From an optimization exercise on the open Yosys and OpenROAD flow, aimed at small area; shortcuts taken in it are not production practice.
The RTL was checked by simulation tests, not by an equivalence proof against the original design.
No activity file was given, so power comes from the tool's default toggle rates.

==> flow/design.v <==
module combine (in,clk,CE,RST,out);
parameter sel =0;
parameter size=18;
parameter rsttype="sync";
input [size-1:0] in;
input clk,RST,CE;
output [size-1:0] out;
reg [size-1:0] outflip,outflip1;
wire [size-1:0] outfinal;
always @ (posedge clk) begin
    if(CE) begin
    if (RST)
    outflip<=0;
    else
outflip<=in;
    end
end
always @ (posedge clk,posedge RST) begin
    if (RST)
    outflip1<=0;
    else
    if (CE)
outflip1<=in;
end
assign outfinal =(rsttype=="sync")? (outflip): (outflip1);
assign out= (sel==0)?in:outfinal; 
endmodule
module mux2 (a,b,out1);
parameter size=18;
parameter sel1="DIRECT";
input [size-1:0] a,b;
output reg [size-1:0] out1;
always @ (*) begin 
    if (sel1=="DIRECT")
    out1=a;
    else if (sel1=="CASCADE")
    out1=b;
    else out1=0;
end
endmodule
module mux4 (a,b,c,d,sel2,out2);
parameter size=48;
input [size-1:0] a,b,c,d;
input [1:0] sel2;
output reg [size-1:0] out2;
always @ (*) begin
    case(sel2)
    0:out2=a;
    1:out2=b;
    2:out2=c; 
    default:out2=d;
    endcase 
end
endmodule
module DSP (A,B,D,C,clk,CARRYIN,OPMODE,BCIN,RSTA,RSTB,RSTM,RSTP,RSTC,RSTD,RSTCARRYIN,RSTOPMODE,CEA,CEB,CEM,CEP,CEC,CED,CECARRYIN,
CEOPMODE,PCIN,BCOUT,PCOUT,P,M,CARRYOUT,CARRYOUTF);
parameter A0REG=0;
parameter A1REG=1;
parameter B0REG=0;
parameter B1REG=1;
parameter CREG=1;
parameter DREG=1;
parameter MREG=1;
parameter PREG=1;
parameter CARRYINREG=1;
parameter CARRYOUTREG=1;
parameter OPMODEREG=1;
parameter CARRYINSEL="OPMODE5";
parameter B_INPUT="DIRECT";
parameter rsttype="sync";
input [17:0] A,B,D,BCIN;
input [47:0] C,PCIN;
input [7:0] OPMODE;
input clk,CARRYIN,RSTA,RSTB,RSTM,RSTP,RSTC,RSTD,RSTCARRYIN,RSTOPMODE,CEA,CEB,CEM,CEP,CEC,CED,CECARRYIN,CEOPMODE;
output [17:0] BCOUT;
output [47:0] PCOUT,P;
output [35:0] M;
output CARRYOUT,CARRYOUTF;
wire [17:0] d_out,b0_out,a0_out,pre_out,b1_out,a1_out;
wire [17:0] b_before,pre_op;
wire [47:0] c_out;
wire [47:0] X_;
wire [35:0] mult_out;
wire [35:0] m_out;
wire [47:0] M_OUT;
wire [47:0] x_out,z_out;
wire cyi_out;
reg cascade_out;
reg [1:0] flag;
wire [47:0]post_out,post_out1,post_out2;
wire [7:0] OPMODE_OUT;
wire cout,cout1,cout2;
combine #(1,8,"sync") OPMODE_REG (OPMODE,clk,CEOPMODE,RSTOPMODE,OPMODE_OUT);
combine #(1,18,"sync") d_reg (D,clk,CED,RSTD,d_out);
mux2 #(18,"DIRECT") multiplexer (B,BCIN,b_before);
combine #(0,18,"sync") b0_reg (b_before,clk,CEB,RSTB,b0_out);
combine #(0,18,"sync") a0_reg (A,clk,CEA,RSTA,a0_out);
combine #(1,48,"sync") c_reg (C,clk,CEC,RSTC,c_out);
assign pre_op=(OPMODE_OUT[6]==0)?(d_out+b0_out):(d_out-b0_out);
assign pre_out=(OPMODE_OUT[4]==0)?b0_out:pre_op;
combine #(1,18,"sync") b1_reg  (pre_out,clk,CEB,RSTB,b1_out);
combine #(1,18,"sync") a1_reg(a0_out,clk,CEA,RSTA,a1_out);
assign BCOUT=b1_out;
assign X_={d_out[11:0],a1_out[17:0],b1_out[17:0]};
assign mult_out=a1_out*b1_out;
combine #(1,36,"sync") m_reg (mult_out,clk,CEM,RSTM,m_out);
assign M=m_out;
assign M_OUT=(m_out)&(48'h000fffffffff);
always @ (*) begin
    if (CARRYINSEL=="OPMODE5") begin
    flag=1;
    cascade_out=OPMODE[5];
    end
    else if (CARRYINSEL=="CARRYIN") begin
        flag=2;
    cascade_out= CARRYIN;
    end
    else begin
    cascade_out=0;
    flag=3;
    end
end
combine #(1,1,"sync") CYI(cascade_out,clk,CECARRYIN,RSTCARRYIN,cyi_out);
mux4 #(48) x_mult (48'b0,M_OUT,P,X_,OPMODE_OUT [1:0],x_out);
mux4 #(48) z_mult (48'b0,PCIN,P,c_out,OPMODE_OUT [3:2],z_out);
assign {cout1,post_out1}=x_out+z_out+cyi_out;
assign {cout2,post_out2}=z_out-(x_out+cyi_out);
assign cout =(OPMODE_OUT [7]==0)?cout1:cout2;
assign post_out =(OPMODE_OUT [7]==0)?post_out1:post_out2;
combine #(1,1,"sync") C_cas(cout,clk,CECARRYIN,RSTCARRYIN,CARRYOUT);
assign CARRYOUTF=CARRYOUT;
combine  #(1,48,"sync") P_REG (post_out,clk,CEP,RSTP,P);
assign PCOUT=P;
endmodule
==> flow/run.sh <==
#!/bin/bash
# synth_recipe.tcl (not shown) runs the flow's synth.tcl, then flattens the netlist and writes it again
# the make line also repeats each setting of config.mk as NAME=value (left out here)
make -C /OpenROAD-flow-scripts/flow DESIGN_CONFIG=/design/flow/config.mk WORK_HOME=/design/flow/orfs CLKGATE_MAP_FILE= SYNTH_SCRIPT=/design/flow/synth_recipe.tcl finish
==> flow/config.mk <==
export PLATFORM = sky130hd
export DESIGN_NAME = DSP
export DESIGN_NICKNAME = DSP
export VERILOG_FILES = /design/flow/design.v
export SDC_FILE = /design/flow/constraint.sdc
export NUM_CORES = 4
export LEC_CHECK = 0
export CAP_MARGIN = 20
export CORE_MARGIN = 2
export CORE_UTILIZATION = 40
export SLEW_MARGIN = 20
==> flow/constraint.sdc <==
create_clock -name core_clock -period 8.0 [get_ports {clk}]
set_input_delay 1.6000 -clock core_clock [delete_from_list [all_inputs] [get_ports {clk}]]
set_output_delay 1.6000 -clock core_clock [all_outputs]
set_load 0.01 [all_outputs]
==> impl_metrics.json <==
{
  "final_nets": 3945,
  "syn_inst": 3060,
  "dp_cells": 4135,
  "wl_per_cell_um": 22.27,
  "clock-sinks": 195,
  "synthArstFlopShare_pct": 0,
  "drive_gt1_share_pct": 5.657,
  "grt_max_degree": 53,
  "fin_setup_tns_ps": 0,
  "post_cts_buffers": 0,
  "antenna_found_initial": 8,
  "p_leak_uw": 0.01432,
  "postRouteAntennaNets": 0,
  "clockBufferDepth": 2,
  "drv_cap": 0,
  "grt_usage_pct": 26.18,
  "crit_type": "reg2reg",
  "yosys_warnings": 9,
  "final.min_clock_period_ps": 7186,
  "ys_seq_elements": 195,
  "cts-root-buf": "clkbuf_16",
  "netlist_area_um2": 27770,
  "fmax_mhz": 139.2,
  "worst_pin_slew_ps": 1108,
  "grt_setup_unrepaired": "no",
  "clk_pin_slew_ps": 80,
  "synth_edf_count": 195,
  "synth.area.top_cells": "edfxtp_1, fa_1, ha_1, inv_1, nand2_1",
  "fp-row-count": 96,
  "via_per_inst": 5.416,
  "die_w_um": 267.5,
  "cts_resized": 0,
  "worstSetupEndpointType": "flop",
  "drt_iter0_markers": 1435,
  "num_vias": 22570,
  "first_pass_iters": 7,
  "worstReg2RegStart": "a1_reg.outflip[9]$_SDFFCE_PP0P_",
  "fin_cells": 4166,
  "fin_worst_skew_ps": 25.96,
  "relSlewSlack_pct": 26.17,
  "finalSetupViolations": 0,
  "yosysMostFrequentCell": "inv_1",
  "synth_top_cells_by_count": "inv_1, ha_1, nand2_1, fa_1, edfxtp_1",
  "grt_overflow_total": 0,
  "globalplace.congestion": 0.9342,
  "grt_pass1_vias": 22540,
  "die-area_um2": 71540,
  "cts_buffers": 17,
  "peakVddDrop_v": 0.0005672,
  "outcome": "complete, no violations",
  "holdCritPathClass": "reg2reg",
  "syn_to_final_growth_pct": 15.20,
  "period_share_pct": 89.83,
  "cts_tree": "yes",
  "p_per_area_nw_per_um2": 441.4,
  "portBuffers": 326,
  "grt_pass1_wl_um": 138000,
  "die_h_um": 267.5,
  "ys_seq_area_share_pct": 21.09,
  "hpwl_um": 73220,
  "yosys.area.top_type": "edfxtp_1",
  "synth_ff_type": "edfxtp_1",
  "crit_start": "a1_reg.outflip[9]$_SDFFCE_PP0P_",
  "yosys.area.top_type_share_pct": 21.09,
  "postSynthAreaPerCell_um2": 9.074,
  "drt-total-wl_um": 92790,
  "hold_viol_final": 0,
  "htree_levels": 4,
  "clk_latency_ps": 520,
  "synth.distinct_cells": 75,
  "cp.arrival_ps": 7440,
  "start_kind": "flop",
  "syn_nets": 3782,
  "core_area_um2": 68710,
  "crit_required_ps": 8250,
  "pin_count": 346,
  "critPathMaxFanout": 19,
  "num_antenna_cells": 0,
  "start_util_pct": 40.42,
  "drv_slew": 0,
  "min_from": "d_reg.outflip[16]$_SDFFCE_PP0P_",
  "postCtsHoldBufs": 0,
  "drc": 0
}
## worst max-delay path, cell delays in order (launching register included)
cell and delay [ps]:
edfxtp_1 1020, nand2_1 190, fa_1 550, fa_1 480
fa_1 530, fa_1 540, inv_1 50, fa_1 490
fa_1 410, ha_1 360, nor2b_1 160, nor2_1 80
o21ai_0 180, o311ai_1 740, a21o_1 250, o211ai_1 180
a221oi_1 450, xor2_1 180, nor2_1 50
## logic make-up after synthesis
| logic type | Yosys count | synth area share (%) |
|---|---|---|
| flops | 195 | 21.09 |
| buf+inv | 647 | 9.683 |
| simple gates | 873 | 15.58 |
| mux | 117 | 4.596 |
| compound gates | 568 | 14.04 |
| fa+ha+maj | 528 | 30.85 |
| xor+xnor | 132 | 4.163 |
## layout make-up
class	instances	area, um2
Clock buffer	17	425.4
Clock inverter	14	141.4
Fill cell	6784	36720
Inverter	424	1592
Multi-Input combinational cell	2218	19230
Sequential cell	195	5856
Tap cell	931	1165
Timing Repair Buffer	367	3576
## sequential cells by signal, indices dropped and copies added, names as in the netlist
name	cells
OPMODE_REG.outflip	7
b1_reg.outflip	18
m_reg.outflip	36
P_REG.outflip	48
d_reg.outflip	18
c_reg.outflip	48
a1_reg.outflip	18
CYI.outflip	1
C_cas.outflip	1
## routing by layer
metal  track usage, %  part of all wire, %
met1            33.35                   42
met2            42.49                   46
met3            7.622                  9.5
met4            8.833                  3.1
met5                0                0.047
## worst paths after layout
path,cells after the start,slack (ps),end
setup / recovery,18,810,m_reg.outflip[34]$_SDFFCE_PP0P_
hold / removal,4,880,b1_reg.outflip[16]$_SDFFCE_PP0P_
setup reg to reg,18,810,m_reg.outflip[34]$_SDFFCE_PP0P_
hold reg to reg,4,880,b1_reg.outflip[16]$_SDFFCE_PP0P_
## through the flow
stage / instance area [um2] / hold WS [ps] / power, uW / utilization, % / setup slack (ps)
2_1_floorplan: 27770 / 746.1 / 10110 / - / 1755
3_3_place_gp: 31420 / 856.6 / 13110 / 45.73 / 1019
3_5_place_dp: 31420 / 868.3 / 13130 / 45.73 / 937.4
4_1_cts: 31990 / 885.6 / 14120 / 46.56 / 924.0
5_1_grt: 31990 / 931.7 / 15600 / 46.56 / 514.1
6_report: 31990 / 884.4 / 14120 / 46.56 / 813.7
## power breakdown
group	switching, uW	leakage (uW)	internal [uW]
clock network	488	0.000275	412
registers	407	0.00194	1570
logic	6370	0.0121	4870
## layout by cell type, fill, tap and decap left out, drive strengths merged, types with 134 or more instances in the layout
cell,n
clkdlybuf4s50,322
fa,261
nor2,185
inv,431
ha,267
and2,143
a21oi,143
edfxtp,195
nor2b,134
nand2,266

separate check: timing with driven ports:
No port has a modelled driver above. Below, the same layout with a new extraction and two added sets of constraints.
Step 1, drivers: a clkbuf_16 drives clk and a buf_2 each remaining input, both assumed.
Step 2 moves the port delays by t, midway between the first and last clock arrival at a register: inputs arrive t later, outputs are due t later. That takes back most of the time a late clock gives input paths.
a / b / c = no drivers / after step 1 / after step 2; a / b = the first two.
t (ns): 0.574
slack for setup (ns): 0.814 / 0.814 / 0.814
hold WS [ns]: 0.884 / 0.884 / 0.884
worst setup path at the end: register to register
worst register clock-pin slew, ns: 0.09 / 0.09
After both steps this run still meets setup and hold. For this run, drivers alone change the setup slack by 0.000 ns; drivers and shift together by 0.000 ns.
